Context: an optimization exercise on an open-source flow, tuned for small area, a short achievable clock period and few clock cycles per item. The choices shown serve that exercise and are no tape-out recipe. At most, simulation tests tie the RTL to the original design; equivalence was not proved. Power is estimated from default activity; no workload was simulated.

Design RIM, start of the top module:
module RIM(
    input clk,rst_n,in_valid,
    input [7:0] maze,
    output reg out_valid,
    output reg [2:0] out_row,out_col
);
localparam CUT = 7;
reg  [62:8] a;
wire [63:8] R = {1'b1, a};
wire [71:8] B;    
reg  [2:0] cnt;
reg        calc;
reg        m_prev;
assign B[71:64] = 8'd0;
genvar r, c;
generate
    for (r = 1; r <= 7; r = r + 1) begin : g_r
        for (c = 0; c <= 7; c = c + 1) begin : g_c
            if (r == 7 && c == 7) begin : g_t
                assign B[63] = 1'b1;
            end else if (r + c == CUT - 1) begin : g_u
                assign B[r*8+c] = R[r*8+c] & (R[(r+1)*8+c] | ((c == 7) ? 1'b0 : R[r*8+c+1]));
            end else if (c == 7) begin : g_e
                assign B[r*8+c] = R[r*8+c] & B[(r+1)*8+c];
            end else begin : g_i
                assign B[r*8+c] = R[r*8+c] & (B[(r+1)*8+c] | B[r*8+c+1]);
            end
        end
    end
endgenerate
wire busy = calc | out_valid;
wire shift = ~busy | m_prev;
integer i;
always @(posedge clk) begin
    for (i = 8; i < 56; i = i + 1)
        a[i] <= shift ? R[i+8] : B[i];
    for (i = 56; i < 63; i = i + 1)
        a[i] <= ~busy ? maze[i-56] : (m_prev | B[i]);
end
wire at_start = (out_row == 3'd0) && (out_col == 3'd0);
wire at_end   = (out_row == 3'd7) && (out_col == 3'd7);
wire [7:0] below = m_prev ? R[23:16] : R[15:8];
wire down_w = (out_row != 3'd7) && below[out_col];
wire down = at_start ? B[8] : down_w;
always @(posedge clk) begin
    m_prev <= out_valid & ~at_end & down;
end
always @(posedge clk or negedge rst_n) begin
    if (!rst_n) begin
        cnt <= 3'd0;
        calc <= 1'b0;
        out_valid <= 1'b0;
        out_row <= 3'd0;
        out_col <= 3'd0;
    end else begin
        if (in_valid)
            cnt <= cnt + 3'd1;
        calc <= in_valid && cnt == 3'd7;
        if (calc)
            out_valid <= 1'b1;
        else if (out_valid) begin
            if (at_end) begin
                out_valid <= 1'b0;
  ...
clock: 8.0 ns
lec_check: 0
abc_clock_period_in_ps: 2500
cap_margin: 20
core_margin: 2
core_utilization: 40
setup_slack_margin: 5
slew_margin: 20
run.sh (not shown) runs the stock make flow with config.mk's settings and CLKGATE_MAP_FILE= SYNTH_SCRIPT=/design/flow/synth_recipe.tcl, a recipe that flattens the netlist after the stock synthesis.
The first run completed with no timing, DRC or antenna violations.
Edit:
- ABC_CLOCK_PERIOD_IN_PS: 2500 -> default
- SETUP_SLACK_MARGIN: 5 -> default
Critical path depth is unchanged.
Clock power stays flat.
Design area is lower by 0.65%.
Final cell count decreases by 0.51%.
Total power goes down by 0.97%.
Die area stays the same.
Worst setup slack got worse by 180 ps.
Routed wire length is lower by 0.46%.
Global-route usage stays flat.
No functional check of the RTL was part of any run of this note.


## amber
Another version of the RTL of RIM (not shown whole).
Size in the first run: roughly 290 cells after synthesis, ~60 flip-flops, ~2700 um2 of cells after synthesis.
make LEC_CHECK=0 CAP_MARGIN=20 CORE_MARGIN=2 CORE_UTILIZATION=60 SETUP_SLACK_MARGIN=5 SLEW_MARGIN=20 finish   # period 8.0 ns
amber did not stop at any stage, and its layout met the timing, design-rule and antenna checks.
Testbench counts of amber, summed over its fixed seeds: cycles 10,560, mazes 480.
[inputs] sierra vs amber
Settings: clearing SETUP_SLACK_MARGIN, which used to be 5; putting ABC_CLOCK_PERIOD_IN_PS at 2500 where nothing was set; swapping 60 for 40 in CORE_UTILIZATION.
==> flow/flow/run.sh (new file) <==
#!/bin/bash
set -euo pipefail
MARGIN=$(cat flow/margin.txt)
bash standard.sh SETUP_SLACK_MARGIN=$MARGIN finish > standard_flow.log 2>&1
==> flow/flow/margin.txt (new file) <==
5.6
==> flow/standard.sh (new file) <==
#!/bin/bash
# synth_recipe.tcl (not shown) runs the flow's synth.tcl, then flattens the netlist and writes it again
# the make line also repeats each setting of config.mk as NAME=value (left out here)
make -C /OpenROAD-flow-scripts/flow DESIGN_CONFIG=/design/flow/config.mk WORK_HOME=/design/flow/orfs CLKGATE_MAP_FILE= SYNTH_SCRIPT=/design/flow/synth_recipe.tcl "${@:-finish}"
removed: flow/run.sh
## What came out
- sierra finished end to end and its layout was clean on timing, DRC and antenna.
- Against amber, sierra reports a final design utilization that is lower.
- Die boundary width: sierra vs amber up 15 um
- Relative to amber, violation count after the first detailed-route iteration decreased by about 27% in sierra.
- Per the comparison of sierra with amber, final routed wirelength across all metal layers went down about 0.45%, count of hold buffers inserted by post-cts repair held, met2 wirelength from detailed routing went down 0.95%.
- [compare] base=amber new=sierra: met3 capacity usage during global routing fell by 0.38 points, number of cells in the design after placement rose by 29, global-route total usage across every layer fell by 7.3 points.
The inputs of nickel differ from those of sierra as listed below.
Settings: a deleted ABC_CLOCK_PERIOD_IN_PS that had been 2500.
==> flow/run.sh (new file) <==
#!/bin/bash
# synth_recipe.tcl (not shown) runs the flow's synth.tcl, then flattens the netlist and writes it again
# the make line also repeats each setting of config.mk as NAME=value (left out here)
make -C /OpenROAD-flow-scripts/flow DESIGN_CONFIG=/design/flow/config.mk WORK_HOME=/design/flow/orfs CLKGATE_MAP_FILE= SYNTH_SCRIPT=/design/flow/synth_recipe.tcl finish
removed: flow/flow/run.sh
removed: flow/flow/margin.txt
removed: flow/standard.sh
Findings:
- The higher overall power of the completed layout of sierra and nickel is in sierra.
- Final critical-path required period in nickel vs sierra: up 0.18 ns
- Compared to sierra, the routing of nickel uses less wire.

re-timing with driven ports:
How much do the figures lean on ideal ports? The routed layouts below were timed once more, with nothing changed but the port constraints.
Step 1 (the two cells are an assumption about what drives the block):
set clk [get_ports {clk}]
set_driving_cell -lib_cell sky130_fd_sc_hd__clkbuf_16 $clk
set_driving_cell -lib_cell sky130_fd_sc_hd__buf_2 [delete_from_list [all_inputs] $clk]
Step 2, shift: input delay + t, output delay - t, t = (earliest + latest rising clock arrival at the registers) / 2. This alone moves slack from input paths to output paths.
Slacks: ideal ports / drivers / drivers and shift; pairs: ideal ports / drivers.
run	t (ns)	setup slack, ns	worst setup path at the end	latest minus earliest clock arrival (ns)	pins driven straight from the clock port
the first run of note 1	0.359	5.069 / 5.039 / 5.373	input to register	0.006 / 0.006	1
the second run of note 1	0.358	4.889 / 4.859 / 5.217	register to output	0.006 / 0.006	1
amber	0.367	4.695 / 4.695 / 4.695	register to register	0.008 / 0.008	1
sierra	0.361	4.646 / 4.646 / 4.646	register to register	0.008 / 0.007	1
nickel	0.357	4.462 / 4.462 / 4.462	register to register	0.007 / 0.008	1
After both steps every run listed still meets setup and hold.
